Source: an optimization exercise on an open RTL-to-GDS flow (aim: small area and a short achievable clock period). Production flows keep margins and buffers that such runs may drop.
The RTL was checked by simulation tests, not by an equivalence proof against the original design.
The clock port is modelled as an ideal driver, which makes a skipped or thinned clock tree look cheaper than it is; a real chip needs a root buffer or a tree.
No activity file was given, so power comes from the tool's default toggle rates.

## axi_csr_fifo_top
module axi_csr_fifo_top #(
    parameter ADDR_WIDTH = 12,
    parameter DATA_WIDTH = 32,
    parameter FIFO_DEPTH = 16
)(
    input  wire                         ACLK,
    input  wire                         ARESETn,
    input  wire [ADDR_WIDTH - 1:0]      S_AXI_AWADDR,
    input  wire                         S_AXI_AWVALID,
    output wire                         S_AXI_AWREADY,
    input  wire [DATA_WIDTH - 1:0]      S_AXI_WDATA,
    input  wire [(DATA_WIDTH/8) - 1:0]  S_AXI_WSTRB,
    input  wire                         S_AXI_WVALID,
    output wire                         S_AXI_WREADY,
    output wire [1:0]                   S_AXI_BRESP,
    output wire                         S_AXI_BVALID,
    input  wire                         S_AXI_BREADY,
    input  wire [ADDR_WIDTH - 1:0]      S_AXI_ARADDR,
    input  wire                         S_AXI_ARVALID,
    output wire                         S_AXI_ARREADY,
    output wire [DATA_WIDTH - 1:0]      S_AXI_RDATA,
    output wire [1:0]                   S_AXI_RRESP,
    output wire                         S_AXI_RVALID,
    input  wire                         S_AXI_RREADY,
    input  wire                         wr_en,
    input  wire                         rd_en,
    input  wire [DATA_WIDTH - 1:0]      data_in,
    output reg  [DATA_WIDTH - 1:0]      data_out
);
clock: 5.0 ns
lec_check: 0
cap_margin: 20
core_margin: 2
core_utilization: 65
place_density: 0.75
setup_slack_margin: 3.0
slew_margin: 20
run.sh (not shown) runs the stock make flow with config.mk's settings and CLKGATE_MAP_FILE= SYNTH_SCRIPT=/design/flow/synth_recipe.tcl, a recipe that flattens the netlist after the stock synthesis.
The first run finished clean.
Rerun with:
Settings changed: CORE_UTILIZATION 65 to 40, PLACE_DENSITY 0.75 to default.
Effect: Total power increases by a few percent. Die area increases by well over a third. Design area increases slightly. Routed wire length decreases by roughly a tenth. Worst setup slack gains 0.082 ns. Cell count increases by about a fifth. Via count decreases by roughly a tenth. Sequential power hardly moves. Fmax increases by a few percent. Clock skew increases by 0.0045 ns. Clock-buffer cell count increases by 11.
Rerun with:
Settings changed: SETUP_SLACK_MARGIN 3.0 to 2.8.
After rerunning:
- via count falls by 4.3%
- final area falls by 3.7%
- wire length falls by 9.8%
- hold slack got worse by 0.031 ns
- total power falls by 3.7%
- worst setup slack got worse by 0.041 ns
- count of clock-buffer cells in the layout falls by 9
- utilization falls by 1.9 points
- critical path depth rises by 5
- sequential power hardly moves
- die area stays the same

Another version of the RTL of axi_csr_fifo_top (not shown whole).
For scale: ~1300 cells after synthesis, about 660 flip-flops, roughly 170 I/O pins, about 0.024 mm² of cells after synthesis.
clock: 5.0 ns
lec_check: 0
cap_margin: 20
core_margin: 2
core_utilization: 42
setup_slack_margin: 3.05
slew_margin: 20
standard.sh (not shown) runs the stock make flow with config.mk's settings and CLKGATE_MAP_FILE= SYNTH_SCRIPT=/design/flow/synth_recipe.tcl, a recipe that flattens the netlist after the stock synthesis.
==> flow/flow/run.sh <==
#!/bin/bash
# The standard layout (standard.sh), with two changes:
#  - ports are buffered with buf_2 instead of the default pick;
#  - the clock tree is a balanced two-level tree built by flow/pre_cts.tcl:
#    the clock port feeds 4 root buffers (buf_12), which feed 32 leaf
#    buffers (clkbuf_16), each driving a spatial cluster of about 20
#    flip-flops. The standard clock_tree_synthesis call is skipped; the rest
#    of the CTS step (timing repair, legalisation) runs as usual.
# Each step's full log is in orfs/logs/; standard.sh's own output goes to
# standard.log.
set -euo pipefail
here=$(pwd)
export PRE_CTS_TCL=$here/flow/pre_cts.tcl
export BUFFER_PORTS_ARGS="-buffer_cell sky130_fd_sc_hd__buf_2"
bash standard.sh > standard.log 2>&1
==> flow/flow/clock_tree.tcl <==
# Two-level clock tree built before the standard CTS step, which is then
# skipped: clock port -> NROOT root buffers -> NLEAF leaf buffers -> flops.
# Flops are split into NLEAF spatial clusters of (nearly) equal size, each
# driven by one leaf buffer at its centre; leaves are split the same way
# among the root buffers. Every flop sees the same two buffer stages.

proc ct_centres {pts k} {
  # k-means seeds spread along the sorted point list
  set n [llength $pts]
  set cs {}
  for {set i 0} {$i < $k} {incr i} { lappend cs [lindex $pts [expr {int(($i + 0.5) * $n / $k)}]] }
  return $cs
}

# Capacity-limited k-means: every cluster gets at most cap points, 10%
# over the average so that no point is pushed into a far cluster.
proc ct_cluster {pts k iters} {
  set n [llength $pts]
  set cap [expr {int(ceil(1.1 * $n / $k))}]
  set cs [ct_centres [lsort -real -index 0 $pts] $k]
  set asg {}
  for {set it 0} {$it < $iters} {incr it} {
    set pairs {}
    set j 0
    foreach p $pts {
      lassign $p x y
      set c 0
      foreach q $cs {
        lassign $q cx cy
        lappend pairs [list [expr {($x-$cx)*($x-$cx)+($y-$cy)*($y-$cy)}] $j $c]
        incr c
      }
      incr j
    }
    set pairs [lsort -real -index 0 $pairs]
    set asg [lrepeat $n -1]
    set cnt [lrepeat $k 0]
    set left $n
    foreach pr $pairs {
      lassign $pr d j c
      if {[lindex $asg $j] >= 0 || [lindex $cnt $c] >= $cap} continue
      lset asg $j $c
      lset cnt $c [expr {[lindex $cnt $c] + 1}]
      if {[incr left -1] == 0} break
    }
    set sx [lrepeat $k 0.0]; set sy [lrepeat $k 0.0]
    set j 0
    foreach p $pts {
      set a [lindex $asg $j]
      lset sx $a [expr {[lindex $sx $a] + [lindex $p 0]}]
      lset sy $a [expr {[lindex $sy $a] + [lindex $p 1]}]
      incr j
    }
    set ncs {}
    for {set c 0} {$c < $k} {incr c} {
      set m [lindex $cnt $c]
      if {$m > 0} {
        lappend ncs [list [expr {[lindex $sx $c] / $m}] [expr {[lindex $sy $c] / $m}]]
      } else {
        lappend ncs [lindex $cs $c]
      }
    }
    set cs $ncs
  }
  return [list $asg $cs]
}

proc ct_place {inst xy} {
  lassign $xy x y
  set m [$inst getMaster]
  $inst setLocation [expr {int($x - [$m getWidth] / 2)}] [expr {int($y - [$m getHeight] / 2)}]
  $inst setPlacementStatus PLACED
}

proc ct_build {clkport nleaf nroot leafbuf rootbuf} {
  set db [ord::get_db]
  set block [ord::get_db_block]
  set clknet [$block findNet $clkport]
  set sinks {}
  set pts {}
  foreach it [$clknet getITerms] {
    set bb [[$it getInst] getBBox]
    lappend sinks $it
    lappend pts [list [expr {([$bb xMin] + [$bb xMax]) / 2.0}] [expr {([$bb yMin] + [$bb yMax]) / 2.0}]]
  }
  puts "clock_tree: [llength $sinks] sinks, $nleaf leaves, $nroot roots"
  lassign [ct_cluster $pts $nleaf 12] asg cs
  set leaves {}
  for {set c 0} {$c < $nleaf} {incr c} {
    set inst [odb::dbInst_create $block [$db findMaster $leafbuf] "clkbuf_leaf_$c"]
    ct_place $inst [lindex $cs $c]
    set net [odb::dbNet_create $block "clknet_leaf_$c"]
    $net setSigType CLOCK
    [$inst findITerm X] connect $net
    lappend leaves $inst
  }
  set j 0
  foreach it $sinks {
    $it disconnect
    $it connect [$block findNet "clknet_leaf_[lindex $asg $j]"]
    incr j
  }
  lassign [ct_cluster $cs $nroot 12] rasg rcs
  for {set r 0} {$r < $nroot} {incr r} {
    set inst [odb::dbInst_create $block [$db findMaster $rootbuf] "clkbuf_root_$r"]
    ct_place $inst [lindex $rcs $r]
    set net [odb::dbNet_create $block "clknet_root_$r"]
    $net setSigType CLOCK
    [$inst findITerm X] connect $net
    [$inst findITerm A] connect $clknet
  }
  set j 0
  foreach l $leaves {
    [$l findITerm A] connect [$block findNet "clknet_root_[lindex $rasg $j]"]
    incr j
  }
  $clknet setSigType CLOCK
}
==> flow/flow/pre_cts.tcl <==
# Runs before the standard CTS step: build the clock tree here and turn the
# standard clock_tree_synthesis call into a no-op.
source [file join [file dirname [info script]] clock_tree.tcl]
ct_build ACLK 32 4 sky130_fd_sc_hd__clkbuf_16 sky130_fd_sc_hd__buf_12
rename clock_tree_synthesis ct_standard_cts
proc clock_tree_synthesis {args} {
  puts "clock_tree_synthesis skipped: the tree was built by pre_cts.tcl"
  set_propagated_clock [all_clocks]
}
Change:
--- a/flow/flow/run.sh
+++ b/flow/flow/run.sh
@@ -5,2 +5,2 @@
-#    the clock port feeds 4 root buffers (buf_12), which feed 32 leaf
-#    buffers (clkbuf_16), each driving a spatial cluster of about 20
+#    the clock port feeds 4 root buffers (buf_12), which feed 28 leaf
+#    buffers (clkbuf_16), each driving an equal-sized spatial cluster of
--- a/flow/flow/clock_tree.tcl
+++ b/flow/flow/clock_tree.tcl
@@ -15,2 +15 @@
-# Capacity-limited k-means: every cluster gets at most cap points, 10%
-# over the average so that no point is pushed into a far cluster.
+# Capacity-limited k-means: every cluster gets at most cap points.
@@ -19 +18 @@
-  set cap [expr {int(ceil(1.1 * $n / $k))}]
+  set cap [expr {int(ceil(double($n) / $k))}]
--- a/flow/flow/pre_cts.tcl
+++ b/flow/flow/pre_cts.tcl
@@ -4 +4 @@
-ct_build ACLK 32 4 sky130_fd_sc_hd__clkbuf_16 sky130_fd_sc_hd__buf_12
+ct_build ACLK 28 4 sky130_fd_sc_hd__clkbuf_16 sky130_fd_sc_hd__buf_12
=> The changed run finished with timing, DRC and antenna clean; final area drops slightly; core utilization goes down by 0.35 points; cell count fell slightly; via count drops by a few percent; routed wire length went down by a few percent; total power goes down slightly.
Change:
--- a/flow/flow/clock_tree.tcl
+++ b/flow/flow/clock_tree.tcl
@@ -3 +3 @@
-# Flops are split into NLEAF spatial clusters of (nearly) equal size, each
+# Flops are split into NLEAF spatial clusters of equal size (up to one), each
@@ -44,0 +45 @@
+    if {$it >= $iters - 2} { set asg [ct_swap $pts $asg $cs $k] }
@@ -64,0 +66,48 @@
+}
+
+# Pairwise swaps between clusters that shorten the summed point-to-centre
+# distance; sizes stay the same, and points the greedy pass pushed into a
+# far cluster are traded back towards their own area.
+proc ct_dist {p c} {
+  lassign $p x y
+  lassign $c cx cy
+  return [expr {abs($x - $cx) + abs($y - $cy)}]
+}
+proc ct_swap {pts asg cs k} {
+  set n [llength $pts]
+  for {set pass 0} {$pass < 4} {incr pass} {
+    set members {}
+    for {set c 0} {$c < $k} {incr c} { lappend members {} }
+    for {set j 0} {$j < $n} {incr j} {
+      set a [lindex $asg $j]
+      lset members $a [concat [lindex $members $a] $j]
+    }
+    set moved 0
+    for {set j 0} {$j < $n} {incr j} {
+      set p [lindex $pts $j]
+      set a [lindex $asg $j]
+      set dpa [ct_dist $p [lindex $cs $a]]
+      set best 0.0; set bq -1; set bb -1
+      for {set b 0} {$b < $k} {incr b} {
+        if {$b == $a} continue
+        set gain0 [expr {$dpa - [ct_dist $p [lindex $cs $b]]}]
+        if {$gain0 <= $best} continue
+        foreach q [lindex $members $b] {
+          set qp [lindex $pts $q]
+          set g [expr {$gain0 + [ct_dist $qp [lindex $cs $b]] - [ct_dist $qp [lindex $cs $a]]}]
+          if {$g > $best} { set best $g; set bq $q; set bb $b }
+        }
+      }
+      if {$bq >= 0} {
+        lset asg $j $bb
+        lset asg $bq $a
+        set mj [lsearch -exact [lindex $members $a] $j]
+        lset members $a [lreplace [lindex $members $a] $mj $mj $bq]
+        set mq [lsearch -exact [lindex $members $bb] $bq]
+        lset members $bb [lreplace [lindex $members $bb] $mq $mq $j]
+        incr moved
+      }
+    }
+    if {$moved == 0} break
+  }
+  return $asg
=>
- setup slack got worse by 0.092 ns
- flip-flop and latch count stays the same
- via count stays flat
In every run of this note, the design's own scripts or RTL, not TritonCTS, make the clock network.

## static timing again, ports no longer ideal
No port has a modelled driver above. Below, the same layouts with a new extraction and two added sets of constraints.
Step 1 sets driving cells, clkbuf_16 on the clock port and buf_2 on the other inputs (assumed; they add their load-dependent delay and slew).
Step 2 times the ports against the registers' clock, not the clock port: input delays grow and output delays shrink by t, the midpoint of the rising clock arrivals with the driver on.
Slacks: ideal / step 1 / step 2; pairs: ideal / step 1.
| run | shift t [ns] | setup slack, ns | worst setup path after step 2 | worst slew at a driven data input, ns |
|---|---|---|---|---|
| the first run of note 1 | 0.674 | 2.757 / 2.705 / 2.257 | input to register | 0.12 |
| the second run of note 1 | 0.645 | 2.839 / 2.778 / 2.250 | input to register | 0.10 |
| the third run of note 1 | 0.676 | 2.798 / 2.752 / 2.159 | input to register | 0.09 |
| the first run of note 2 | 0.473 | 3.043 / 2.944 / 2.624 | input to register | 0.18 |
| the second run of note 2 | 0.471 | 3.052 / 2.924 / 2.658 | input to register | 0.10 |
| the third run of note 2 | 0.472 | 2.959 / 2.925 / 2.560 | input to register | 0.10 |
After both steps setup and hold are still met in every run listed. The setup slack of the third run of note 1, which loses most, moves by -0.046 ns with the drivers and by -0.639 ns with both steps.
